This design comes from an exercise in tuning for small area and a short achievable clock period on the open sky130 flow, not from production work. No functional check of the RTL was part of any run shown here.

`flow/flow/run.sh`:
```
#!/bin/bash
# Layout flow: the standard flow (standard.sh: ORFS synthesis to final
# layout, unchanged), with the port buffers made of plain buffers
# (sky130_fd_sc_hd__buf_N) instead of the delay buffer the resizer picks by
# default. Every input and output port still gets its own buffer.
export BUFFER_PORTS_ARGS="-buffer_cell sky130_fd_sc_hd__buf_${PORT_BUF:-2}"
bash standard.sh > standard.log 2>&1
```
`flow/standard.sh`:
```
#!/bin/bash
# synth_recipe.tcl (not shown) runs the flow's synth.tcl, then flattens the netlist and writes it again
# the make line also repeats each setting of config.mk as NAME=value (left out here)
make -C /OpenROAD-flow-scripts/flow DESIGN_CONFIG=/design/flow/config.mk WORK_HOME=/design/flow/orfs CLKGATE_MAP_FILE= SYNTH_SCRIPT=/design/flow/synth_recipe.tcl "${@:-finish}"
```
`flow/config.mk`:
```
export PLATFORM = sky130hd
export DESIGN_NAME = processor
export DESIGN_NICKNAME = processor
export VERILOG_FILES = /design/flow/design.v
export SDC_FILE = /design/flow/constraint.sdc
export NUM_CORES = 4
export LEC_CHECK = 0
export ABC_AREA = 1
export CAP_MARGIN = 20
export CORE_MARGIN = 2
export CORE_UTILIZATION = 40
export CTS_BUF_LIST = sky130_fd_sc_hd__clkbuf_4 sky130_fd_sc_hd__clkbuf_8
export SETUP_SLACK_MARGIN = 5
export SLEW_MARGIN = 20
```
`flow/constraint.sdc`:
```
create_clock -name core_clock -period 10.0 [get_ports {clk}]
set_input_delay 2.0000 -clock core_clock [delete_from_list [all_inputs] [get_ports {clk}]]
set_output_delay 2.0000 -clock core_clock [all_outputs]
set_load 0.01 [all_outputs]
```
`flow/design.v`:
```
module alu (
    input  [31:0] m,        
    input  [31:0] acc,      
    input         sel_mul,  
    input         sel_m,    
    input         sel_a,    
    output [31:0] nx, ny
);
wire [17:0] b = {acc[15:0], 1'b0};
wire [7:0] one, two, ng;
genvar k;
generate for (k = 0; k < 8; k = k + 1) begin : enc
  assign one[k] = b[2*k+1] ^ b[2*k];
  assign two[k] = (b[2*k+2] & ~b[2*k+1] & ~b[2*k]) | (~b[2*k+2] & b[2*k+1] & b[2*k]);
  assign ng[k]  = b[2*k+2];
end endgenerate
wire [17:0] mx = {m[15], m[15:0], 1'b0};
wire pp0_0 = ((one[0] & mx[1]) | (two[0] & mx[0])) ^ ng[0];
wire pp0_1 = ((one[0] & mx[2]) | (two[0] & mx[1])) ^ ng[0];
wire pp0_2 = ((one[0] & mx[3]) | (two[0] & mx[2])) ^ ng[0];
wire pp0_3 = ((one[0] & mx[4]) | (two[0] & mx[3])) ^ ng[0];
wire pp0_4 = ((one[0] & mx[5]) | (two[0] & mx[4])) ^ ng[0];
wire pp0_5 = ((one[0] & mx[6]) | (two[0] & mx[5])) ^ ng[0];
wire pp0_6 = ((one[0] & mx[7]) | (two[0] & mx[6])) ^ ng[0];
wire pp0_7 = ((one[0] & mx[8]) | (two[0] & mx[7])) ^ ng[0];
wire pp0_8 = ((one[0] & mx[9]) | (two[0] & mx[8])) ^ ng[0];
wire pp0_9 = ((one[0] & mx[10]) | (two[0] & mx[9])) ^ ng[0];
wire pp0_10 = ((one[0] & mx[11]) | (two[0] & mx[10])) ^ ng[0];
wire pp0_11 = ((one[0] & mx[12]) | (two[0] & mx[11])) ^ ng[0];
wire pp0_12 = ((one[0] & mx[13]) | (two[0] & mx[12])) ^ ng[0];
wire pp0_13 = ((one[0] & mx[14]) | (two[0] & mx[13])) ^ ng[0];
wire pp0_14 = ((one[0] & mx[15]) | (two[0] & mx[14])) ^ ng[0];
wire pp0_15 = ((one[0] & mx[16]) | (two[0] & mx[15])) ^ ng[0];
wire pp0_16 = ~(((one[0] & mx[17]) | (two[0] & mx[16])) ^ ng[0]);
wire pp1_0 = ((one[1] & mx[1]) | (two[1] & mx[0])) ^ ng[1];
wire pp1_1 = ((one[1] & mx[2]) | (two[1] & mx[1])) ^ ng[1];
wire pp1_2 = ((one[1] & mx[3]) | (two[1] & mx[2])) ^ ng[1];
wire pp1_3 = ((one[1] & mx[4]) | (two[1] & mx[3])) ^ ng[1];
wire pp1_4 = ((one[1] & mx[5]) | (two[1] & mx[4])) ^ ng[1];
wire pp1_5 = ((one[1] & mx[6]) | (two[1] & mx[5])) ^ ng[1];
wire pp1_6 = ((one[1] & mx[7]) | (two[1] & mx[6])) ^ ng[1];
wire pp1_7 = ((one[1] & mx[8]) | (two[1] & mx[7])) ^ ng[1];
wire pp1_8 = ((one[1] & mx[9]) | (two[1] & mx[8])) ^ ng[1];
wire pp1_9 = ((one[1] & mx[10]) | (two[1] & mx[9])) ^ ng[1];
wire pp1_10 = ((one[1] & mx[11]) | (two[1] & mx[10])) ^ ng[1];
wire pp1_11 = ((one[1] & mx[12]) | (two[1] & mx[11])) ^ ng[1];
wire pp1_12 = ((one[1] & mx[13]) | (two[1] & mx[12])) ^ ng[1];
wire pp1_13 = ((one[1] & mx[14]) | (two[1] & mx[13])) ^ ng[1];
wire pp1_14 = ((one[1] & mx[15]) | (two[1] & mx[14])) ^ ng[1];
wire pp1_15 = ((one[1] & mx[16]) | (two[1] & mx[15])) ^ ng[1];
wire pp1_16 = ~(((one[1] & mx[17]) | (two[1] & mx[16])) ^ ng[1]);
wire pp2_0 = ((one[2] & mx[1]) | (two[2] & mx[0])) ^ ng[2];
wire pp2_1 = ((one[2] & mx[2]) | (two[2] & mx[1])) ^ ng[2];
wire pp2_2 = ((one[2] & mx[3]) | (two[2] & mx[2])) ^ ng[2];
wire pp2_3 = ((one[2] & mx[4]) | (two[2] & mx[3])) ^ ng[2];
wire pp2_4 = ((one[2] & mx[5]) | (two[2] & mx[4])) ^ ng[2];
wire pp2_5 = ((one[2] & mx[6]) | (two[2] & mx[5])) ^ ng[2];
wire pp2_6 = ((one[2] & mx[7]) | (two[2] & mx[6])) ^ ng[2];
wire pp2_7 = ((one[2] & mx[8]) | (two[2] & mx[7])) ^ ng[2];
wire pp2_8 = ((one[2] & mx[9]) | (two[2] & mx[8])) ^ ng[2];
wire pp2_9 = ((one[2] & mx[10]) | (two[2] & mx[9])) ^ ng[2];
wire pp2_10 = ((one[2] & mx[11]) | (two[2] & mx[10])) ^ ng[2];
wire pp2_11 = ((one[2] & mx[12]) | (two[2] & mx[11])) ^ ng[2];
wire pp2_12 = ((one[2] & mx[13]) | (two[2] & mx[12])) ^ ng[2];
wire pp2_13 = ((one[2] & mx[14]) | (two[2] & mx[13])) ^ ng[2];
wire pp2_14 = ((one[2] & mx[15]) | (two[2] & mx[14])) ^ ng[2];
wire pp2_15 = ((one[2] & mx[16]) | (two[2] & mx[15])) ^ ng[2];
wire pp2_16 = ~(((one[2] & mx[17]) | (two[2] & mx[16])) ^ ng[2]);
wire pp3_0 = ((one[3] & mx[1]) | (two[3] & mx[0])) ^ ng[3];
wire pp3_1 = ((one[3] & mx[2]) | (two[3] & mx[1])) ^ ng[3];
wire pp3_2 = ((one[3] & mx[3]) | (two[3] & mx[2])) ^ ng[3];
wire pp3_3 = ((one[3] & mx[4]) | (two[3] & mx[3])) ^ ng[3];
wire pp3_4 = ((one[3] & mx[5]) | (two[3] & mx[4])) ^ ng[3];
wire pp3_5 = ((one[3] & mx[6]) | (two[3] & mx[5])) ^ ng[3];
wire pp3_6 = ((one[3] & mx[7]) | (two[3] & mx[6])) ^ ng[3];
wire pp3_7 = ((one[3] & mx[8]) | (two[3] & mx[7])) ^ ng[3];
wire pp3_8 = ((one[3] & mx[9]) | (two[3] & mx[8])) ^ ng[3];
wire pp3_9 = ((one[3] & mx[10]) | (two[3] & mx[9])) ^ ng[3];
wire pp3_10 = ((one[3] & mx[11]) | (two[3] & mx[10])) ^ ng[3];
wire pp3_11 = ((one[3] & mx[12]) | (two[3] & mx[11])) ^ ng[3];
wire pp3_12 = ((one[3] & mx[13]) | (two[3] & mx[12])) ^ ng[3];
wire pp3_13 = ((one[3] & mx[14]) | (two[3] & mx[13])) ^ ng[3];
wire pp3_14 = ((one[3] & mx[15]) | (two[3] & mx[14])) ^ ng[3];
wire pp3_15 = ((one[3] & mx[16]) | (two[3] & mx[15])) ^ ng[3];
wire pp3_16 = ~(((one[3] & mx[17]) | (two[3] & mx[16])) ^ ng[3]);
wire pp4_0 = ((one[4] & mx[1]) | (two[4] & mx[0])) ^ ng[4];
wire pp4_1 = ((one[4] & mx[2]) | (two[4] & mx[1])) ^ ng[4];
wire pp4_2 = ((one[4] & mx[3]) | (two[4] & mx[2])) ^ ng[4];
wire pp4_3 = ((one[4] & mx[4]) | (two[4] & mx[3])) ^ ng[4];
wire pp4_4 = ((one[4] & mx[5]) | (two[4] & mx[4])) ^ ng[4];
wire pp4_5 = ((one[4] & mx[6]) | (two[4] & mx[5])) ^ ng[4];
wire pp4_6 = ((one[4] & mx[7]) | (two[4] & mx[6])) ^ ng[4];
wire pp4_7 = ((one[4] & mx[8]) | (two[4] & mx[7])) ^ ng[4];
wire pp4_8 = ((one[4] & mx[9]) | (two[4] & mx[8])) ^ ng[4];
wire pp4_9 = ((one[4] & mx[10]) | (two[4] & mx[9])) ^ ng[4];
wire pp4_10 = ((one[4] & mx[11]) | (two[4] & mx[10])) ^ ng[4];
wire pp4_11 = ((one[4] & mx[12]) | (two[4] & mx[11])) ^ ng[4];
wire pp4_12 = ((one[4] & mx[13]) | (two[4] & mx[12])) ^ ng[4];
wire pp4_13 = ((one[4] & mx[14]) | (two[4] & mx[13])) ^ ng[4];
wire pp4_14 = ((one[4] & mx[15]) | (two[4] & mx[14])) ^ ng[4];
wire pp4_15 = ((one[4] & mx[16]) | (two[4] & mx[15])) ^ ng[4];
wire pp4_16 = ~(((one[4] & mx[17]) | (two[4] & mx[16])) ^ ng[4]);
wire pp5_0 = ((one[5] & mx[1]) | (two[5] & mx[0])) ^ ng[5];
wire pp5_1 = ((one[5] & mx[2]) | (two[5] & mx[1])) ^ ng[5];
wire pp5_2 = ((one[5] & mx[3]) | (two[5] & mx[2])) ^ ng[5];
wire pp5_3 = ((one[5] & mx[4]) | (two[5] & mx[3])) ^ ng[5];
wire pp5_4 = ((one[5] & mx[5]) | (two[5] & mx[4])) ^ ng[5];
wire pp5_5 = ((one[5] & mx[6]) | (two[5] & mx[5])) ^ ng[5];
wire pp5_6 = ((one[5] & mx[7]) | (two[5] & mx[6])) ^ ng[5];
wire pp5_7 = ((one[5] & mx[8]) | (two[5] & mx[7])) ^ ng[5];
wire pp5_8 = ((one[5] & mx[9]) | (two[5] & mx[8])) ^ ng[5];
wire pp5_9 = ((one[5] & mx[10]) | (two[5] & mx[9])) ^ ng[5];
wire pp5_10 = ((one[5] & mx[11]) | (two[5] & mx[10])) ^ ng[5];
wire pp5_11 = ((one[5] & mx[12]) | (two[5] & mx[11])) ^ ng[5];
wire pp5_12 = ((one[5] & mx[13]) | (two[5] & mx[12])) ^ ng[5];
wire pp5_13 = ((one[5] & mx[14]) | (two[5] & mx[13])) ^ ng[5];
wire pp5_14 = ((one[5] & mx[15]) | (two[5] & mx[14])) ^ ng[5];
wire pp5_15 = ((one[5] & mx[16]) | (two[5] & mx[15])) ^ ng[5];
wire pp5_16 = ~(((one[5] & mx[17]) | (two[5] & mx[16])) ^ ng[5]);
wire pp6_0 = ((one[6] & mx[1]) | (two[6] & mx[0])) ^ ng[6];
wire pp6_1 = ((one[6] & mx[2]) | (two[6] & mx[1])) ^ ng[6];
wire pp6_2 = ((one[6] & mx[3]) | (two[6] & mx[2])) ^ ng[6];
wire pp6_3 = ((one[6] & mx[4]) | (two[6] & mx[3])) ^ ng[6];
wire pp6_4 = ((one[6] & mx[5]) | (two[6] & mx[4])) ^ ng[6];
wire pp6_5 = ((one[6] & mx[6]) | (two[6] & mx[5])) ^ ng[6];
wire pp6_6 = ((one[6] & mx[7]) | (two[6] & mx[6])) ^ ng[6];
wire pp6_7 = ((one[6] & mx[8]) | (two[6] & mx[7])) ^ ng[6];
wire pp6_8 = ((one[6] & mx[9]) | (two[6] & mx[8])) ^ ng[6];
wire pp6_9 = ((one[6] & mx[10]) | (two[6] & mx[9])) ^ ng[6];
wire pp6_10 = ((one[6] & mx[11]) | (two[6] & mx[10])) ^ ng[6];
wire pp6_11 = ((one[6] & mx[12]) | (two[6] & mx[11])) ^ ng[6];
wire pp6_12 = ((one[6] & mx[13]) | (two[6] & mx[12])) ^ ng[6];
wire pp6_13 = ((one[6] & mx[14]) | (two[6] & mx[13])) ^ ng[6];
wire pp6_14 = ((one[6] & mx[15]) | (two[6] & mx[14])) ^ ng[6];
wire pp6_15 = ((one[6] & mx[16]) | (two[6] & mx[15])) ^ ng[6];
wire pp6_16 = ~(((one[6] & mx[17]) | (two[6] & mx[16])) ^ ng[6]);
wire pp7_0 = ((one[7] & mx[1]) | (two[7] & mx[0])) ^ ng[7];
wire pp7_1 = ((one[7] & mx[2]) | (two[7] & mx[1])) ^ ng[7];
wire pp7_2 = ((one[7] & mx[3]) | (two[7] & mx[2])) ^ ng[7];
wire pp7_3 = ((one[7] & mx[4]) | (two[7] & mx[3])) ^ ng[7];
wire pp7_4 = ((one[7] & mx[5]) | (two[7] & mx[4])) ^ ng[7];
wire pp7_5 = ((one[7] & mx[6]) | (two[7] & mx[5])) ^ ng[7];
wire pp7_6 = ((one[7] & mx[7]) | (two[7] & mx[6])) ^ ng[7];
wire pp7_7 = ((one[7] & mx[8]) | (two[7] & mx[7])) ^ ng[7];
wire pp7_8 = ((one[7] & mx[9]) | (two[7] & mx[8])) ^ ng[7];
wire pp7_9 = ((one[7] & mx[10]) | (two[7] & mx[9])) ^ ng[7];
wire pp7_10 = ((one[7] & mx[11]) | (two[7] & mx[10])) ^ ng[7];
wire pp7_11 = ((one[7] & mx[12]) | (two[7] & mx[11])) ^ ng[7];
wire pp7_12 = ((one[7] & mx[13]) | (two[7] & mx[12])) ^ ng[7];
wire pp7_13 = ((one[7] & mx[14]) | (two[7] & mx[13])) ^ ng[7];
wire pp7_14 = ((one[7] & mx[15]) | (two[7] & mx[14])) ^ ng[7];
wire pp7_15 = ((one[7] & mx[16]) | (two[7] & mx[15])) ^ ng[7];
wire pp7_16 = ~(((one[7] & mx[17]) | (two[7] & mx[16])) ^ ng[7]);
wire ts5 = ng[6] ^ pp0_12;
wire s5 = ts5 ^ pp1_10;
wire c6 = (ng[6] & pp0_12) | (ts5 & pp1_10);
wire ts9 = pp0_13 ^ pp1_11;
wire s9 = ts9 ^ pp2_9;
wire c10 = (pp0_13 & pp1_11) | (ts9 & pp2_9);
wire ts13 = ng[7] ^ pp0_14;
wire s13 = ts13 ^ pp1_12;
wire c14 = (ng[7] & pp0_14) | (ts13 & pp1_12);
wire ts15 = pp2_10 ^ pp3_8;
wire s15 = ts15 ^ pp4_6;
wire c16 = (pp2_10 & pp3_8) | (ts15 & pp4_6);
wire ts19 = pp0_15 ^ pp1_13;
wire s19 = ts19 ^ pp2_11;
wire c20 = (pp0_15 & pp1_13) | (ts19 & pp2_11);
wire ts21 = pp3_9 ^ pp4_7;
wire s21 = ts21 ^ pp5_5;
wire c22 = (pp3_9 & pp4_7) | (ts21 & pp5_5);
wire ts25 = 1'b1 ^ pp0_16;
wire s25 = ts25 ^ pp1_14;
wire c26 = (1'b1 & pp0_16) | (ts25 & pp1_14);
wire ts27 = pp2_12 ^ pp3_10;
wire s27 = ts27 ^ pp4_8;
wire c28 = (pp2_12 & pp3_10) | (ts27 & pp4_8);
wire ts29 = pp5_6 ^ pp6_4;
wire s29 = ts29 ^ pp7_2;
wire c30 = (pp5_6 & pp6_4) | (ts29 & pp7_2);
wire ts31 = 1'b1 ^ pp1_15;
wire s31 = ts31 ^ pp2_13;
wire c32 = (1'b1 & pp1_15) | (ts31 & pp2_13);
wire ts33 = pp3_11 ^ pp4_9;
wire s33 = ts33 ^ pp5_7;
wire c34 = (pp3_11 & pp4_9) | (ts33 & pp5_7);
wire ts37 = pp1_16 ^ pp2_14;
wire s37 = ts37 ^ pp3_12;
wire c38 = (pp1_16 & pp2_14) | (ts37 & pp3_12);
wire ts39 = pp4_10 ^ pp5_8;
wire s39 = ts39 ^ pp6_6;
wire c40 = (pp4_10 & pp5_8) | (ts39 & pp6_6);
wire ts41 = 1'b1 ^ pp2_15;
wire s41 = ts41 ^ pp3_13;
wire c42 = (1'b1 & pp2_15) | (ts41 & pp3_13);
wire ts45 = pp2_16 ^ pp3_14;
wire s45 = ts45 ^ pp4_12;
wire c46 = (pp2_16 & pp3_14) | (ts45 & pp4_12);
wire ts53 = ng[4] ^ pp0_8;
wire s53 = ts53 ^ pp1_6;
wire c54 = (ng[4] & pp0_8) | (ts53 & pp1_6);
wire ts57 = pp0_9 ^ pp1_7;
wire s57 = ts57 ^ pp2_5;
wire c58 = (pp0_9 & pp1_7) | (ts57 & pp2_5);
wire ts61 = pp1_8 ^ pp2_6;
wire s61 = ts61 ^ pp3_4;
wire c62 = (pp1_8 & pp2_6) | (ts61 & pp3_4);
wire ts63 = pp4_2 ^ pp5_0;
wire s63 = ts63 ^ s1;
wire c64 = (pp4_2 & pp5_0) | (ts63 & s1);
wire ts65 = pp2_7 ^ pp3_5;
wire s65 = ts65 ^ pp4_3;
wire c66 = (pp2_7 & pp3_5) | (ts65 & pp4_3);
wire ts67 = pp5_1 ^ c2;
wire s67 = ts67 ^ s3;
wire c68 = (pp5_1 & c2) | (ts67 & s3);
wire ts69 = pp4_4 ^ pp5_2;
wire s69 = ts69 ^ pp6_0;
wire c70 = (pp4_4 & pp5_2) | (ts69 & pp6_0);
wire ts71 = c4 ^ s7;
wire s71 = ts71 ^ s5;
wire c72 = (c4 & s7) | (ts71 & s5);
wire ts73 = pp5_3 ^ pp6_1;
wire s73 = ts73 ^ c8;
wire c74 = (pp5_3 & pp6_1) | (ts73 & c8);
wire ts75 = s11 ^ c6;
wire s75 = ts75 ^ s9;
wire c76 = (s11 & c6) | (ts75 & s9);
wire ts77 = pp7_0 ^ c12;
wire s77 = ts77 ^ s17;
wire c78 = (pp7_0 & c12) | (ts77 & s17);
wire ts79 = c10 ^ s13;
wire s79 = ts79 ^ s15;
wire c80 = (c10 & s13) | (ts79 & s15);
wire ts81 = c18 ^ s23;
wire s81 = ts81 ^ c14;
wire c82 = (c18 & s23) | (ts81 & c14);
wire ts83 = c16 ^ s19;
wire s83 = ts83 ^ s21;
wire c84 = (c16 & s19) | (ts83 & s21);
wire ts85 = c24 ^ c20;
wire s85 = ts85 ^ c22;
wire c86 = (c24 & c20) | (ts85 & c22);
wire ts87 = s25 ^ s27;
wire s87 = ts87 ^ s29;
wire c88 = (s25 & s27) | (ts87 & s29);
wire ts89 = s35 ^ c26;
wire s89 = ts89 ^ c28;
wire c90 = (s35 & c26) | (ts89 & c28);
wire ts91 = c30 ^ s31;
wire s91 = ts91 ^ s33;
wire c92 = (c30 & s31) | (ts91 & s33);
wire ts93 = pp7_4 ^ c36;
wire s93 = ts93 ^ c32;
wire c94 = (pp7_4 & c36) | (ts93 & c32);
wire ts95 = c34 ^ s37;
wire s95 = ts95 ^ s39;
wire c96 = (c34 & s37) | (ts95 & s39);
wire ts97 = pp6_7 ^ pp7_5;
wire s97 = ts97 ^ s43;
wire c98 = (pp6_7 & pp7_5) | (ts97 & s43);
wire ts99 = c38 ^ c40;
wire s99 = ts99 ^ s41;
wire c100 = (c38 & c40) | (ts99 & s41);
wire ts101 = pp5_10 ^ pp6_8;
wire s101 = ts101 ^ pp7_6;
wire c102 = (pp5_10 & pp6_8) | (ts101 & pp7_6);
wire ts103 = c44 ^ c42;
wire s103 = ts103 ^ s45;
wire c104 = (c44 & c42) | (ts103 & s45);
wire ts105 = pp4_13 ^ pp5_11;
wire s105 = ts105 ^ pp6_9;
wire c106 = (pp4_13 & pp5_11) | (ts105 & pp6_9);
wire ts107 = pp7_7 ^ s47;
wire s107 = ts107 ^ c46;
wire c108 = (pp7_7 & s47) | (ts107 & c46);
wire ts109 = pp3_16 ^ pp4_14;
wire s109 = ts109 ^ pp5_12;
wire c110 = (pp3_16 & pp4_14) | (ts109 & pp5_12);
wire ts111 = pp6_10 ^ pp7_8;
wire s111 = ts111 ^ c48;
wire c112 = (pp6_10 & pp7_8) | (ts111 & c48);
wire ts113 = 1'b1 ^ pp4_15;
wire s113 = ts113 ^ pp5_13;
wire c114 = (1'b1 & pp4_15) | (ts113 & pp5_13);
wire ts117 = pp4_16 ^ pp5_14;
wire s117 = ts117 ^ pp6_12;
wire c118 = (pp4_16 & pp5_14) | (ts117 & pp6_12);
wire ts125 = pp1_4 ^ pp2_2;
wire s125 = ts125 ^ pp3_0;
wire c126 = (pp1_4 & pp2_2) | (ts125 & pp3_0);
wire ts127 = pp2_3 ^ pp3_1;
wire s127 = ts127 ^ c50;
wire c128 = (pp2_3 & pp3_1) | (ts127 & c50);
wire ts129 = pp4_0 ^ c52;
wire s129 = ts129 ^ s55;
wire c130 = (pp4_0 & c52) | (ts129 & s55);
wire ts131 = c56 ^ s59;
wire s131 = ts131 ^ c54;
wire c132 = (c56 & s59) | (ts131 & c54);
wire ts133 = c60 ^ c58;
wire s133 = ts133 ^ s61;
wire c134 = (c60 & c58) | (ts133 & s61);
wire ts135 = c62 ^ s65;
wire s135 = ts135 ^ c64;
wire c136 = (c62 & s65) | (ts135 & c64);
wire ts137 = c66 ^ s69;
wire s137 = ts137 ^ c68;
wire c138 = (c66 & s69) | (ts137 & c68);
wire ts139 = c70 ^ s73;
wire s139 = ts139 ^ c72;
wire c140 = (c70 & s73) | (ts139 & c72);
wire ts141 = c74 ^ s77;
wire s141 = ts141 ^ c76;
wire c142 = (c74 & s77) | (ts141 & c76);
wire ts143 = c78 ^ c80;
wire s143 = ts143 ^ s81;
wire c144 = (c78 & c80) | (ts143 & s81);
wire ts145 = c82 ^ c84;
wire s145 = ts145 ^ s85;
wire c146 = (c82 & c84) | (ts145 & s85);
wire ts147 = c86 ^ c88;
wire s147 = ts147 ^ s89;
wire c148 = (c86 & c88) | (ts147 & s89);
wire ts149 = c90 ^ c92;
wire s149 = ts149 ^ s93;
wire c150 = (c90 & c92) | (ts149 & s93);
wire ts151 = s97 ^ c94;
wire s151 = ts151 ^ c96;
wire c152 = (s97 & c94) | (ts151 & c96);
wire ts153 = s101 ^ c98;
wire s153 = ts153 ^ c100;
wire c154 = (s101 & c98) | (ts153 & c100);
wire ts155 = c102 ^ s105;
wire s155 = ts155 ^ c104;
wire c156 = (c102 & s105) | (ts155 & c104);
wire ts157 = c106 ^ s109;
wire s157 = ts157 ^ s111;
wire c158 = (c106 & s109) | (ts157 & s111);
wire ts159 = s115 ^ c110;
wire s159 = ts159 ^ s113;
wire c160 = (s115 & c110) | (ts159 & s113);
wire ts161 = pp7_10 ^ c116;
wire s161 = ts161 ^ c114;
wire c162 = (pp7_10 & c116) | (ts161 & c114);
wire ts163 = pp6_13 ^ pp7_11;
wire s163 = ts163 ^ s119;
wire c164 = (pp6_13 & pp7_11) | (ts163 & s119);
wire ts165 = pp5_16 ^ pp6_14;
wire s165 = ts165 ^ pp7_12;
wire c166 = (pp5_16 & pp6_14) | (ts165 & pp7_12);
wire ts173 = pp1_2 ^ pp2_0;
wire s173 = ts173 ^ s121;
wire c174 = (pp1_2 & pp2_0) | (ts173 & s121);
wire ts175 = pp2_1 ^ c122;
wire s175 = ts175 ^ s123;
wire c176 = (pp2_1 & c122) | (ts175 & s123);
wire ts177 = c124 ^ s49;
wire s177 = ts177 ^ s125;
wire c178 = (c124 & s49) | (ts177 & s125);
wire ts179 = s51 ^ c126;
wire s179 = ts179 ^ s127;
wire c180 = (s51 & c126) | (ts179 & s127);
wire ts181 = s53 ^ c128;
wire s181 = ts181 ^ s129;
wire c182 = (s53 & c128) | (ts181 & s129);
wire ts183 = s57 ^ c130;
wire s183 = ts183 ^ s131;
wire c184 = (s57 & c130) | (ts183 & s131);
wire ts185 = s63 ^ c132;
wire s185 = ts185 ^ s133;
wire c186 = (s63 & c132) | (ts185 & s133);
wire ts187 = s67 ^ c134;
wire s187 = ts187 ^ s135;
wire c188 = (s67 & c134) | (ts187 & s135);
wire ts189 = s71 ^ c136;
wire s189 = ts189 ^ s137;
wire c190 = (s71 & c136) | (ts189 & s137);
wire ts191 = s75 ^ c138;
wire s191 = ts191 ^ s139;
wire c192 = (s75 & c138) | (ts191 & s139);
wire ts193 = s79 ^ c140;
wire s193 = ts193 ^ s141;
wire c194 = (s79 & c140) | (ts193 & s141);
wire ts195 = s83 ^ c142;
wire s195 = ts195 ^ s143;
wire c196 = (s83 & c142) | (ts195 & s143);
wire ts197 = s87 ^ c144;
wire s197 = ts197 ^ s145;
wire c198 = (s87 & c144) | (ts197 & s145);
wire ts199 = s91 ^ c146;
wire s199 = ts199 ^ s147;
wire c200 = (s91 & c146) | (ts199 & s147);
wire ts201 = s95 ^ c148;
wire s201 = ts201 ^ s149;
wire c202 = (s95 & c148) | (ts201 & s149);
wire ts203 = s99 ^ c150;
wire s203 = ts203 ^ s151;
wire c204 = (s99 & c150) | (ts203 & s151);
wire ts205 = s103 ^ c152;
wire s205 = ts205 ^ s153;
wire c206 = (s103 & c152) | (ts205 & s153);
wire ts207 = s107 ^ c154;
wire s207 = ts207 ^ s155;
wire c208 = (s107 & c154) | (ts207 & s155);
wire ts209 = c108 ^ s157;
wire s209 = ts209 ^ c156;
wire c210 = (c108 & s157) | (ts209 & c156);
wire ts211 = c112 ^ s159;
wire s211 = ts211 ^ c158;
wire c212 = (c112 & s159) | (ts211 & c158);
wire ts213 = s117 ^ c160;
wire s213 = ts213 ^ s161;
wire c214 = (s117 & c160) | (ts213 & s161);
wire ts215 = c118 ^ s163;
wire s215 = ts215 ^ c162;
wire c216 = (c118 & s163) | (ts215 & c162);
wire ts217 = c120 ^ s165;
wire s217 = ts217 ^ c164;
wire c218 = (c120 & s165) | (ts217 & c164);
wire ts219 = pp7_13 ^ s167;
wire s219 = ts219 ^ c166;
wire c220 = (pp7_13 & s167) | (ts219 & c166);
wire ts221 = pp6_16 ^ pp7_14;
wire s221 = ts221 ^ c168;
wire c222 = (pp6_16 & pp7_14) | (ts221 & c168);
wire s1 = ng[5] ^ pp0_10;
wire c2 = ng[5] & pp0_10;
wire s3 = pp0_11 ^ pp1_9;
wire c4 = pp0_11 & pp1_9;
wire s7 = pp2_8 ^ pp3_6;
wire c8 = pp2_8 & pp3_6;
wire s11 = pp3_7 ^ pp4_5;
wire c12 = pp3_7 & pp4_5;
wire s17 = pp5_4 ^ pp6_2;
wire c18 = pp5_4 & pp6_2;
wire s23 = pp6_3 ^ pp7_1;
wire c24 = pp6_3 & pp7_1;
wire s35 = pp6_5 ^ pp7_3;
wire c36 = pp6_5 & pp7_3;
wire s43 = pp4_11 ^ pp5_9;
wire c44 = pp4_11 & pp5_9;
wire s47 = 1'b1 ^ pp3_15;
wire c48 = 1'b1 & pp3_15;
wire s49 = ng[3] ^ pp0_6;
wire c50 = ng[3] & pp0_6;
wire s51 = pp0_7 ^ pp1_5;
wire c52 = pp0_7 & pp1_5;
wire s55 = pp2_4 ^ pp3_2;
wire c56 = pp2_4 & pp3_2;
wire s59 = pp3_3 ^ pp4_1;
wire c60 = pp3_3 & pp4_1;
wire s115 = pp6_11 ^ pp7_9;
wire c116 = pp6_11 & pp7_9;
wire s119 = 1'b1 ^ pp5_15;
wire c120 = 1'b1 & pp5_15;
wire s121 = ng[2] ^ pp0_4;
wire c122 = ng[2] & pp0_4;
wire s123 = pp0_5 ^ pp1_3;
wire c124 = pp0_5 & pp1_3;
wire s167 = 1'b1 ^ pp6_15;
wire c168 = 1'b1 & pp6_15;
wire s169 = ng[1] ^ pp0_2;
wire c170 = ng[1] & pp0_2;
wire s171 = pp0_3 ^ pp1_1;
wire c172 = pp0_3 & pp1_1;
wire s223 = 1'b1 ^ pp7_15;
wire c224 = 1'b1 & pp7_15;
wire [31:0] tx = {1'b1, c224, c222, c220, c218, c216, c214, c212, c210, c208, c206, c204, c202, c200, c198, c196, c194, c192, c190, c188, c186, c184, c182, c180, c178, c176, c174, c172, c170, s169, pp0_1, ng[0]};
wire [31:0] ty = {1'b0, pp7_16, s223, s221, s219, s217, s215, s213, s211, s209, s207, s205, s203, s201, s199, s197, s195, s193, s191, s189, s187, s185, s183, s181, s179, s177, s175, s173, s171, pp1_0, 1'b0, pp0_0};
assign nx = sel_mul ? tx : (m & {32{sel_m}});
assign ny = sel_mul ? ty : (acc & {32{sel_a}});
endmodule
module add32 (
    input  [31:0] a, b,
    output [31:0] s
);
wire [31:0] g = a & b;
wire [31:0] p = a ^ b;
wire [31:0] cy;    
assign cy[0] = 1'b0;
wire G14_13 = g[14] | (p[14] & g[13]);
wire P14_13 = p[14] & p[13];
wire G13_12 = g[13] | (p[13] & g[12]);
wire P13_12 = p[13] & p[12];
wire G12_11 = g[12] | (p[12] & g[11]);
wire P12_11 = p[12] & p[11];
wire G11_10 = g[11] | (p[11] & g[10]);
wire P11_10 = p[11] & p[10];
wire G10_9 = g[10] | (p[10] & g[9]);
wire P10_9 = p[10] & p[9];
wire G9_8 = g[9] | (p[9] & g[8]);
wire P9_8 = p[9] & p[8];
wire G8_7 = g[8] | (p[8] & g[7]);
wire P8_7 = p[8] & p[7];
wire G7_6 = g[7] | (p[7] & g[6]);
wire P7_6 = p[7] & p[6];
wire G6_5 = g[6] | (p[6] & g[5]);
wire P6_5 = p[6] & p[5];
wire G5_4 = g[5] | (p[5] & g[4]);
wire P5_4 = p[5] & p[4];
wire G4_3 = g[4] | (p[4] & g[3]);
wire P4_3 = p[4] & p[3];
wire G3_2 = g[3] | (p[3] & g[2]);
wire P3_2 = p[3] & p[2];
wire G2_1 = g[2] | (p[2] & g[1]);
wire P2_1 = p[2] & p[1];
wire G1_0 = g[1] | (p[1] & g[0]);
wire G14_11 = G14_13 | (P14_13 & G12_11);
wire P14_11 = P14_13 & P12_11;
wire G13_10 = G13_12 | (P13_12 & G11_10);
wire P13_10 = P13_12 & P11_10;
wire G12_9 = G12_11 | (P12_11 & G10_9);
wire P12_9 = P12_11 & P10_9;
wire G11_8 = G11_10 | (P11_10 & G9_8);
wire P11_8 = P11_10 & P9_8;
wire G10_7 = G10_9 | (P10_9 & G8_7);
wire P10_7 = P10_9 & P8_7;
wire G9_6 = G9_8 | (P9_8 & G7_6);
wire P9_6 = P9_8 & P7_6;
wire G8_5 = G8_7 | (P8_7 & G6_5);
wire P8_5 = P8_7 & P6_5;
wire G7_4 = G7_6 | (P7_6 & G5_4);
wire P7_4 = P7_6 & P5_4;
wire G6_3 = G6_5 | (P6_5 & G4_3);
wire P6_3 = P6_5 & P4_3;
wire G5_2 = G5_4 | (P5_4 & G3_2);
wire P5_2 = P5_4 & P3_2;
wire G4_1 = G4_3 | (P4_3 & G2_1);
wire P4_1 = P4_3 & P2_1;
wire G3_0 = G3_2 | (P3_2 & G1_0);
wire G2_0 = G2_1 | (P2_1 & g[0]);
wire G14_7 = G14_11 | (P14_11 & G10_7);
wire P14_7 = P14_11 & P10_7;
wire G13_6 = G13_10 | (P13_10 & G9_6);
wire P13_6 = P13_10 & P9_6;
wire G12_5 = G12_9 | (P12_9 & G8_5);
wire P12_5 = P12_9 & P8_5;
wire G11_4 = G11_8 | (P11_8 & G7_4);
wire P11_4 = P11_8 & P7_4;
wire G10_3 = G10_7 | (P10_7 & G6_3);
wire P10_3 = P10_7 & P6_3;
wire G9_2 = G9_6 | (P9_6 & G5_2);
wire P9_2 = P9_6 & P5_2;
wire G8_1 = G8_5 | (P8_5 & G4_1);
wire P8_1 = P8_5 & P4_1;
wire G7_0 = G7_4 | (P7_4 & G3_0);
wire G6_0 = G6_3 | (P6_3 & G2_0);
wire G5_0 = G5_2 | (P5_2 & G1_0);
wire G4_0 = G4_1 | (P4_1 & g[0]);
wire G14_0 = G14_7 | (P14_7 & G6_0);
wire G13_0 = G13_6 | (P13_6 & G5_0);
wire G12_0 = G12_5 | (P12_5 & G4_0);
wire G11_0 = G11_4 | (P11_4 & G3_0);
wire G10_0 = G10_3 | (P10_3 & G2_0);
wire G9_0 = G9_2 | (P9_2 & G1_0);
wire G8_0 = G8_1 | (P8_1 & g[0]);
assign cy[1] = g[0];
assign cy[2] = G1_0;
assign cy[3] = G2_0;
assign cy[4] = G3_0;
assign cy[5] = G4_0;
assign cy[6] = G5_0;
assign cy[7] = G6_0;
assign cy[8] = G7_0;
assign cy[9] = G8_0;
assign cy[10] = G9_0;
assign cy[11] = G10_0;
assign cy[12] = G11_0;
assign cy[13] = G12_0;
assign cy[14] = G13_0;
assign cy[15] = G14_0;
wire H1_0 = g[16] | (p[16] & g[15]);
wire Q1_0 = p[16] & p[15];
wire H3_2 = g[18] | (p[18] & g[17]);
wire Q3_2 = p[18] & p[17];
wire H5_4 = g[20] | (p[20] & g[19]);
wire Q5_4 = p[20] & p[19];
wire H7_6 = g[22] | (p[22] & g[21]);
wire Q7_6 = p[22] & p[21];
wire H9_8 = g[24] | (p[24] & g[23]);
wire Q9_8 = p[24] & p[23];
wire H11_10 = g[26] | (p[26] & g[25]);
wire Q11_10 = p[26] & p[25];
wire H13_12 = g[28] | (p[28] & g[27]);
wire Q13_12 = p[28] & p[27];
wire H15_14 = g[30] | (p[30] & g[29]);
wire Q15_14 = p[30] & p[29];
wire H3_0 = H3_2 | (Q3_2 & H1_0);
wire Q3_0 = Q3_2 & Q1_0;
wire H7_4 = H7_6 | (Q7_6 & H5_4);
wire Q7_4 = Q7_6 & Q5_4;
wire H11_8 = H11_10 | (Q11_10 & H9_8);
wire Q11_8 = Q11_10 & Q9_8;
wire H15_12 = H15_14 | (Q15_14 & H13_12);
wire Q15_12 = Q15_14 & Q13_12;
wire H7_0 = H7_4 | (Q7_4 & H3_0);
wire Q7_0 = Q7_4 & Q3_0;
wire H15_8 = H15_12 | (Q15_12 & H11_8);
wire Q15_8 = Q15_12 & Q11_8;
wire H15_0 = H15_8 | (Q15_8 & H7_0);
wire Q15_0 = Q15_8 & Q7_0;
wire H11_0 = H11_8 | (Q11_8 & H7_0);
wire Q11_0 = Q11_8 & Q7_0;
wire H5_0 = H5_4 | (Q5_4 & H3_0);
wire Q5_0 = Q5_4 & Q3_0;
wire H9_0 = H9_8 | (Q9_8 & H7_0);
wire Q9_0 = Q9_8 & Q7_0;
wire H13_0 = H13_12 | (Q13_12 & H11_0);
wire Q13_0 = Q13_12 & Q11_0;
wire H2_0 = g[17] | (p[17] & H1_0);
wire Q2_0 = p[17] & Q1_0;
wire H4_0 = g[19] | (p[19] & H3_0);
wire Q4_0 = p[19] & Q3_0;
wire H6_0 = g[21] | (p[21] & H5_0);
wire Q6_0 = p[21] & Q5_0;
wire H8_0 = g[23] | (p[23] & H7_0);
wire Q8_0 = p[23] & Q7_0;
wire H10_0 = g[25] | (p[25] & H9_0);
wire Q10_0 = p[25] & Q9_0;
wire H12_0 = g[27] | (p[27] & H11_0);
wire Q12_0 = p[27] & Q11_0;
wire H14_0 = g[29] | (p[29] & H13_0);
wire Q14_0 = p[29] & Q13_0;
assign cy[16] = g[15] | (p[15] & cy[15]);
assign cy[17] = H1_0 | (Q1_0 & cy[15]);
assign cy[18] = H2_0 | (Q2_0 & cy[15]);
assign cy[19] = H3_0 | (Q3_0 & cy[15]);
assign cy[20] = H4_0 | (Q4_0 & cy[15]);
assign cy[21] = H5_0 | (Q5_0 & cy[15]);
assign cy[22] = H6_0 | (Q6_0 & cy[15]);
assign cy[23] = H7_0 | (Q7_0 & cy[15]);
assign cy[24] = H8_0 | (Q8_0 & cy[15]);
assign cy[25] = H9_0 | (Q9_0 & cy[15]);
assign cy[26] = H10_0 | (Q10_0 & cy[15]);
assign cy[27] = H11_0 | (Q11_0 & cy[15]);
assign cy[28] = H12_0 | (Q12_0 & cy[15]);
assign cy[29] = H13_0 | (Q13_0 & cy[15]);
assign cy[30] = H14_0 | (Q14_0 & cy[15]);
assign cy[31] = H15_0 | (Q15_0 & cy[15]);
assign s = p ^ cy;
endmodule
module processor
#(
	parameter DATA_WIDTH 	= 32,
	parameter OPCODE_WIDTH 	= 4,
	parameter ALU_OP_WIDTH  = 3,
	parameter DATAMEM_WIDTH = 8,
	parameter INSADDR_WIDTH	= 8,
	parameter INS_WIDTH		= OPCODE_WIDTH + DATAMEM_WIDTH
)
(
	input          clk, rst,
	input          [	INS_WIDTH-1:0] 	instr,
	output         [INSADDR_WIDTH-1:0] 	instr_addr,
	output         mem_wr,
	output         [ DATAMEM_WIDTH-1:0]	mem_addr,
	input  signed  [	DATA_WIDTH-1:0] mem_data_in,
	output signed  [	DATA_WIDTH-1:0] mem_data_out
);
wire [3:0]  op      = instr[11:8];
wire [7:0]  operand = instr[7:0];
wire [15:0] d = 16'd1 << op;
wire sel_mul = d[4] | d[11];
wire sel_m   = d[1] | d[3] | d[9] | d[10];
wire sel_a   = ~(d[1] | d[9] | d[4] | d[11]);
wire push    = d[8];
wire pop     = d[9] | d[10] | d[11];
reg  [DATA_WIDTH-1:0] acc_x, acc_y;    
wire [DATA_WIDTH-1:0] acc;
wire [DATA_WIDTH-1:0] nx, ny;
add32 acc_add (.a(acc_x), .b(acc_y), .s(acc));
alu alu (.m(mem_data_in), .acc(acc), .sel_mul(sel_mul), .sel_m(sel_m),
         .sel_a(sel_a), .nx(nx), .ny(ny));
always @ (posedge clk or posedge rst) begin
	if (rst) begin
		acc_x <= 0;
		acc_y <= 0;
	end else begin
		acc_x <= nx;
		acc_y <= ny;
	end
end
wire nzero   = |acc;
wire pc_load = d[7] | (d[5] & nzero) | (d[6] & ~nzero);
reg [7:0] pc;
always @ (posedge clk or posedge rst) begin
	if (rst)
		pc <= 8'd0;
	else
		pc <= pc_load ? operand : pc + 8'd1;
end
reg  [7:0] top;                   
wire [7:0] top_dec = top - 8'd1;  
wire [7:0] top_inc = top + 8'd1;  
always @ (posedge clk or posedge rst) begin
	if (rst)
		top <= 8'd0;              
	else if (push)
		top <= top_dec;
	else if (pop)
		top <= top_inc;
end
assign instr_addr   = pc;
assign mem_data_out = acc;
assign mem_wr       = d[2] | d[8];
assign mem_addr     = op[3] ? ((op[1] | op[0]) ? top : top_dec) : operand;
endmodule
```
==> reports/metrics.yaml, run 1 <==
outcome: "finished clean"
htree_num_levels: 3
dp_hpwl_um: 24100
finalSetupTns_ns: 0
setup_viol: 0
timing.final.crit_share_pct: 49.6
fill_cells: 2475
synth-edff-count: 0
yosys-top-cells-area: "dfrtp_1 19%, fa_1 17%, xor2_1 12%"
clock_path_buffers: 2
die_w_um: 165
core_um2: 25300
hp-class: "flop to flop"
fp-row-count: 58
nNetsFinal: 1586
drive_above_1_share_pct: 23.0
die_height_um: 165
slew_headroom_pct: 45.8
cts.sinks: 80
synthFlopType: "dfrtp_1"
clock_latency_ns: 0.39
critPathArrivalTime_ns: 2.96
place_congestion: 0.884
start_util_pct: 40.9
detail_route.first_pass.iterations: 5
syn_area_per_cell_um2: 8.15
final_max_slew_viol_count: 0
post-route-util_pct: 48.4
grt_max_degree: 61
cp_common_cell: "buf_2"
syn_to_final_growth_pct: 18.4
remaining_drc_errors: 0
synthesis.nets: 1464
start_kind: "primary input"
stdcell_area_um2: 12200
synthCells: 1267
worstPathCellList: "buf_2, nor2_4, buf_4, nand3_1, o211ai_1, nand2_1, buf_2"
path_max_fanout: 16
fin_skew_ns: 0.0298
cts.clk_slew.worst_paths_ns: 0.10
cts_buffers: 9
first_global_vias: 9383
grt_usage_pct: 25.1
synth_top_cell_area_share_pct: 19.4
maxCapViolCount: 0
worstSetupEndpointType: "primary output"
crit_path_max_incr_delay_ns: 0.22
diodes: 0
hold_viol_final: 0
synth-seq-cells: 80
ys_seq_area_share_pct: 19.4
period_needed_ns: 4.96
grt_setup_unrepaired: "yes"
port_buffers: 94
required_ns: 8.00
io_pins: 95
synthArstFlopShare_pct: 100
avgRoutedWirePerCell_um: 19.5
syn_area_um2: 10300
drt-vias-per-instance: 5.58
dieArea_um2: 27100
synthDistinctLibCells: 54
cts_tree: "yes"
routed-via-count: 9619
antenna_found_initial: 0
yosysWarnings: 1
worstSetupPathType: "primary input to primary output"
fmax_mhz: 202
worst_slew_pin_slew_ns: 0.813
grt_pass1_wl_um: 51700
ant_nets: 0
dpl_cell_area_um2: 11000
dr.first_iter.drc_count: 827
wirelength_um: 33700
cpLargestDelayFamily: "buffers and inverters"
ctsRootBufferMaster: "clkbuf_8"
overflow: 0
crit_buf_inv: 3
holdBufCountCts: 0
synth_top_area_cell: "dfrtp_1"
critPathSlowestCell: "buf_4"
[final timing paths]
kind	from	to	slack (ns)	depth (start not counted)
max	instr[8]	mem_addr[5]	5.04	7
max in group asynchronous	rst	acc_x[22]	7.29	3
min reg2reg	top[0]	top[0]	0.55	1
min	top[0]	top[0]	0.55	1
min in group asynchronous	rst	acc_y[6]	1.58	2
max reg2reg	acc_y[0]	acc_y[15]	5.14	19
[cells in the final DEF (no fill, tap or decap), drive strengths merged, types with 2 or more instances in the layout]
| cell | n |
|---|---|
| inv | 149 |
| o21bai | 3 |
| xnor2 | 9 |
| a21oi | 35 |
| nand3 | 67 |
| o21ai | 58 |
| o211ai | 5 |
| o22ai | 132 |
| ha | 62 |
| dfrtp | 80 |
| or2 | 2 |
| nand2 | 264 |
| nor3 | 6 |
| a31oi | 2 |
| clkinv | 7 |
| fa | 89 |
| clkbuf | 9 |
| clkinvlp | 8 |
| nor4 | 4 |
| a22o | 5 |
| nor2 | 51 |
| buf | 173 |
| xor2 | 150 |
| bufinv | 3 |
| nand3b | 6 |
| nand4 | 8 |
[synth_stat cells, types with 2 or more instances]
library cell,number
ha_1,62
xor2_1,144
nand3_1,66
buf_1,12
inv_1,146
buf_2,12
nor2_1,46
o21ai_1,9
o21bai_1,2
dfrtp_1,80
xor2_2,4
clkinv_1,5
buf_6,3
o22ai_2,15
nand4_1,7
nand3b_1,6
xnor2_1,7
nor4_1,4
clkbuf_1,34
a22o_1,5
o21ai_2,4
fa_1,89
o21ai_0,45
xor2_4,2
nand2_4,3
o211ai_1,5
buf_4,2
a21oi_1,33
a31oi_1,2
nor2_2,4
nand2_1,238
o22ai_1,117
nand2_2,23
inv_2,6
inv_4,2
nor3_1,5
[layout make-up]
class                           instances  area [um^2]  share of cell area [%]
Timing Repair inverter                  1         5.00                  0.0410
Clock buffer                            9          124                    1.01
Tap cell                              330          413                    3.38
Inverter                              159          641                    5.24
Timing Repair Buffer                  173         1120                    9.15
Sequential cell                        80         2000                    16.4
Clock inverter                          7          128                    1.04
Multi-Input combinational cell        965         7790                    63.7
[metal layers]
layer  vias up  track usage (%)  wire length, um
met4         0             10.5             1400
met3        88             3.34             2750
li1       4421                -                -
met5         -                0                0
met2       433             39.9            15400
met1      4677             34.5            14100
[worst register-to-register path, stage by stage (launching register included)]
cell        delay [ns]
dfrtp_1           0.37
ha_1              0.23
fa_2              0.36
nand3_1           0.12
nand2_4           0.10
nand3_1           0.10
nand3_2           0.12
xor2_2            0.30
inv_2             0.11
ha_4              0.30
clkinvlp_4        0.20
buf_4             0.20
o22ai_1           0.17
xor2_1            0.20
ha_1              0.26
inv_1             0.08
fa_1              0.45
fa_1              0.51
fa_1              0.42
o22ai_1           0.17
[state kept, by name (all words and copies together) (netlist names)]
name / count
acc_x: 32
acc_y: 32
pc: 8
top: 8
[repair_timing]
action                     CTS  global route
setup endpoints to repair   49            24
gates cloned                 0             1
setup buffers               38            31
gates resized for setup     42            41
pin swaps                   13            17
[metrics by stage]
stage	hold slack [ns]	setup slack [ns]	std cells
2_1_floorplan	0.506	5.02	1267
3_3_place_gp	0.547	3.97	1638
3_5_place_dp	0.538	3.81	1638
4_1_cts	0.556	5.02	1692
5_1_grt	0.588	4.95	1724
6_report	0.553	5.04	1724
[cell families after synthesis]
logic type,synth area share (%)
xor gates and xnor gates,14.4
DFF,19.4
adders and majority gates,24.8
and+or+nand+nor,17.5
AOI/OAI and AO/OA,15.4
buffers and inverters,8.56
==> run 2, diff against run 1 <==
--- a/flow/config.mk
+++ b/flow/config.mk
@@ -8,7 +8,7 @@
 export ABC_AREA = 1
 export CAP_MARGIN = 20
 export CORE_MARGIN = 2
-export CORE_UTILIZATION = 40
+export CORE_UTILIZATION = 55
 export CTS_BUF_LIST = sky130_fd_sc_hd__clkbuf_4 sky130_fd_sc_hd__clkbuf_8
 export SETUP_SLACK_MARGIN = 5
 export SLEW_MARGIN = 20
==> run 2 against run 1 <==
  * Flip-flop and latch count stayed put
  * Still clean
  * Worst setup slack better by 0.011 ns
  * Critical path depth is 1 lower
  * Clock-buffer cell count stayed put
  * Cell count is 4.4% lower
  * Core utilization is 18 points higher
  * Hold slack better by 0.013 ns
  * Area after synthesis stayed put
  * Via count hardly changed
  * Critical path type unchanged
==> reports/metrics.yaml, run 2 <==
outcome: "finished clean"  # unchanged
grt_pass1_wl_um: 50300  # was 51700 um
grt_usage_pct: 32.9  # was 25.1%
setup_viol: 0  # unchanged
dp_hpwl_um: 22900  # was 24100 um
syn_to_final_growth_pct: 19.0  # was 18.4%
synth_top_cell_area_share_pct: 19.4  # unchanged
worstSetupEndpointType: "primary output"  # unchanged
synth.most_common_cell: "nand2_1"  # unchanged
io_pins: 95  # unchanged
nNetsFinal: 1606  # was 1586
yosys-top-cells-area: "dfrtp_1 19%, fa_1 17%, xor2_1 12%"  # unchanged
clock_latency_ns: 0.39  # about the same
fp-row-count: 50  # was 58
met3_length_um: 2600  # was 2750 um
holdBufCountCts: 0  # unchanged
crit_end: "mem_addr[3]"  # was mem_addr[5]
core_um2: 18600  # was 25300 um^2
post-route-util_pct: 66.1  # was 48.4%
yosysWarnings: 1  # unchanged
start_kind: "primary input"  # unchanged
drt-vias-per-instance: 5.83  # was 5.58
port_buffers: 94  # unchanged
diodes: 0  # unchanged
reg2reg_slack_ns: 5.17  # was 5.14 ns
required_ns: 8.00  # about the same
worst_slew_pin_slew_ns: 0.884  # was 0.813 ns
cts_tree: "yes"  # unchanged
avgRoutedWirePerCell_um: 19.7  # was 19.5 um
timing.final.crit_share_pct: 49.5  # was 49.6%
cts.clk_slew.worst_paths_ns: 0.10  # about the same
worstSetupPathType: "primary input to primary output"  # unchanged
htree_num_levels: 3  # unchanged
cp_common_cell: "buf_2"  # unchanged
fmax_mhz: 202  # about the same
slew_headroom_pct: 41.1  # was 45.8%
crit_buf_inv: 3  # unchanged
critPathSlowestCell: "buf_4"  # unchanged
cts.sinks: 80  # unchanged
overflow: 0  # unchanged
worstPathCellList: "buf_2, nor2_4, buf_4, nand3_1, a22o_1, buf_2"  # was buf_2, nor2_4, buf_4, nand3_1, o211ai_1, nand2_1, buf_2
rr_worst_depth: 18  # was 19
remaining_drc_errors: 0  # unchanged
maxCapViolCount: 0  # unchanged
grt_max_degree: 70  # was 61
ant_nets: 0  # unchanged
highest_layer: "met4"  # unchanged
ctsRootBufferMaster: "clkbuf_8"  # unchanged
fin_skew_ns: 0.0203  # was 0.0298 ns
synthDistinctLibCells: 54  # unchanged
timing.rr.end: "acc_y[21]"  # was acc_y[15]
synthArstFlopShare_pct: 100  # unchanged
wl_met1_um: 13800  # was 14100 um
dr.first_iter.drc_count: 874  # was 827
finalSetupTns_ns: 0  # unchanged
layout_commonest_cell: "nand2_1"  # unchanged
ys_seq_area_share_pct: 19.4  # unchanged
mostFrequentLayoutCells: "234 x nand2_1, 138 x xor2_1, 135 x inv_1, 113 x o22ai_1, 94 x buf_2"  # was 234 x nand2_1, 139 x xor2_1, 136 x inv_1, 115 x o22ai_1, 94 x buf_2
hold_viol_final: 0  # unchanged
first_global_vias: 9197  # was 9383
place_congestion: 0.861  # was 0.884
critPathArrivalTime_ns: 2.95  # was 2.96 ns
hp-class: "flop to flop"  # unchanged
syn_area_um2: 10300  # unchanged
start_util_pct: 55.6  # was 40.9%
synth_commonest_cells: "238 x nand2_1, 146 x inv_1, 144 x xor2_1"  # unchanged
grt_setup_unrepaired: "yes"  # unchanged
wirelength_um: 32500  # was 33700 um
drive_above_1_share_pct: 24.4  # was 23.0%
period_needed_ns: 4.95  # was 4.96 ns
fill_cells: 1639  # was 2475
largest_registers: "acc_x (32), acc_y (32)"  # unchanged
worst-path-stages: 6  # was 7
wl_met2_um: 14900  # was 15400 um
crit_path_max_incr_delay_ns: 0.22  # about the same
final_max_slew_viol_count: 0  # unchanged
synth-seq-cells: 80  # unchanged
path_max_fanout: 16  # unchanged
synth-edff-count: 0  # unchanged
clock_path_buffers: 2  # unchanged
antenna_found_initial: 0  # unchanged
r2r-start: "acc_y[0]"  # unchanged
detail_route.first_pass.iterations: 5  # unchanged
syn_area_per_cell_um2: 8.15  # unchanged
die_w_um: 141  # was 165 um
synthFlopType: "dfrtp_1"  # unchanged
routed-via-count: 9610  # was 9619
synthesis.nets: 1464  # unchanged
whs_ns: 0.566  # was 0.553 ns
crit_start: "instr[8]"  # unchanged
dieArea_um2: 19900  # was 27100 um^2
synth_top_area_cell: "dfrtp_1"  # unchanged
cpLargestDelayFamily: "buffers and inverters"  # unchanged
cts_buffers: 9  # unchanged
die_height_um: 141  # was 165 um
synthCells: 1267  # unchanged
## run 2: cell counts after synthesis
No cell type changed its count.
## run 2: kinds of logic after synthesis
group / after synthesis / share of synthesized area, %
DFF: 80 / 19.4
xor gates and xnor gates: 159 / 14.4
AOI/OAI and AO/OA: 246 / 15.4
adders and majority gates: 151 / 24.8
buffers and inverters: 222 / 8.56
and+or+nand+nor: 409 / 17.5
## run 2: layer usage
layer,track usage [%],vias to the layer above
met2,52.4,471
met4,12.2,0
met1,45.6,4608
met3,5.60,84
li1,-,4447
met5,0,-
## run 2: area by class of cell
type / count / area (um^2) / share of cell area, %
Inverter: 159 / 652 / 5.31
Timing Repair inverter: 2 / 15.0 / 0.122
Timing Repair Buffer: 191 / 1220 / 9.91
Tap cell: 234 / 293 / 2.38
Sequential cell: 80 / 2000 / 16.3
Multi-Input combinational cell: 966 / 7870 / 64.1
Clock inverter: 7 / 110 / 0.896
Clock buffer: 9 / 124 / 1.01
## run 2: worst min path at each step
stage / from / to / slack (ns) / depth (start not counted)
after floorplan: top[0] / top[0] / 0.51 / 1
after global placement: top[0] / top[0] / 0.54 / 1
after detailed placement: top[0] / top[0] / 0.55 / 1
after CTS: top[0] / top[0] / 0.57 / 1
after global routing: top[0] / top[0] / 0.59 / 1
final: top[0] / top[0] / 0.57 / 1
## run 2: worst reg2reg max path: cells and delay by family, from the launching register on
kind,cells,cell delay [ns]
fa+ha+maj,7,2.80
flops,1,0.37
simple gates,2,0.21
buf+inv,3,0.39
compound gates,4,0.57
xor+xnor,2,0.39
## run 2: what timing repair did
item                                    4_1_cts  5_1_grt
gates resized for setup                      37       59
gates cloned                                  1        2
pin swaps                                    10       19
setup buffers                                35       53
hold endpoints to repair                      0        0
endpoints found under the setup margin       50       33
## run 2: per-stage QoR
stage	setup WS (ns)	std cells	area [um^2]
after floorplan	5.02	1267	10300
after global placement	3.93	1541	10900
after detailed placement	3.77	1541	10900
after CTS	5.01	1593	11600
after global routing	4.98	1648	12300
final	5.05	1648	12300

==> re-timing with driven ports <==
Ports are ideal in the flow. The routed layouts listed here were re-timed in OpenROAD. Step 1 (the two cells are an assumption about what drives the block):
set clk [get_ports {clk}]
set_driving_cell -lib_cell sky130_fd_sc_hd__clkbuf_16 $clk
set_driving_cell -lib_cell sky130_fd_sc_hd__buf_2 [delete_from_list [all_inputs] $clk]
Step 2 also shifts input and output timing later by t, the mid clock arrival at the registers, as if the neighbouring blocks saw the same clock. Slacks: ideal ports / drivers / drivers and shift; pairs: ideal ports / drivers.
run	shift t [ns]	setup WS [ns]	clock arrival spread, ns	worst slew at a driven data input, ns	pins driven straight from the clock port
run 1	0.422	5.040 / 5.018 / 4.733	0.030 / 0.030	0.07	1
run 2	0.421	5.052 / 5.033 / 4.678	0.020 / 0.020	0.04	1
After both steps every run listed still meets setup and hold. For run 2, which loses most, drivers alone change the setup slack by -0.019 ns; drivers and shift together by -0.374 ns.
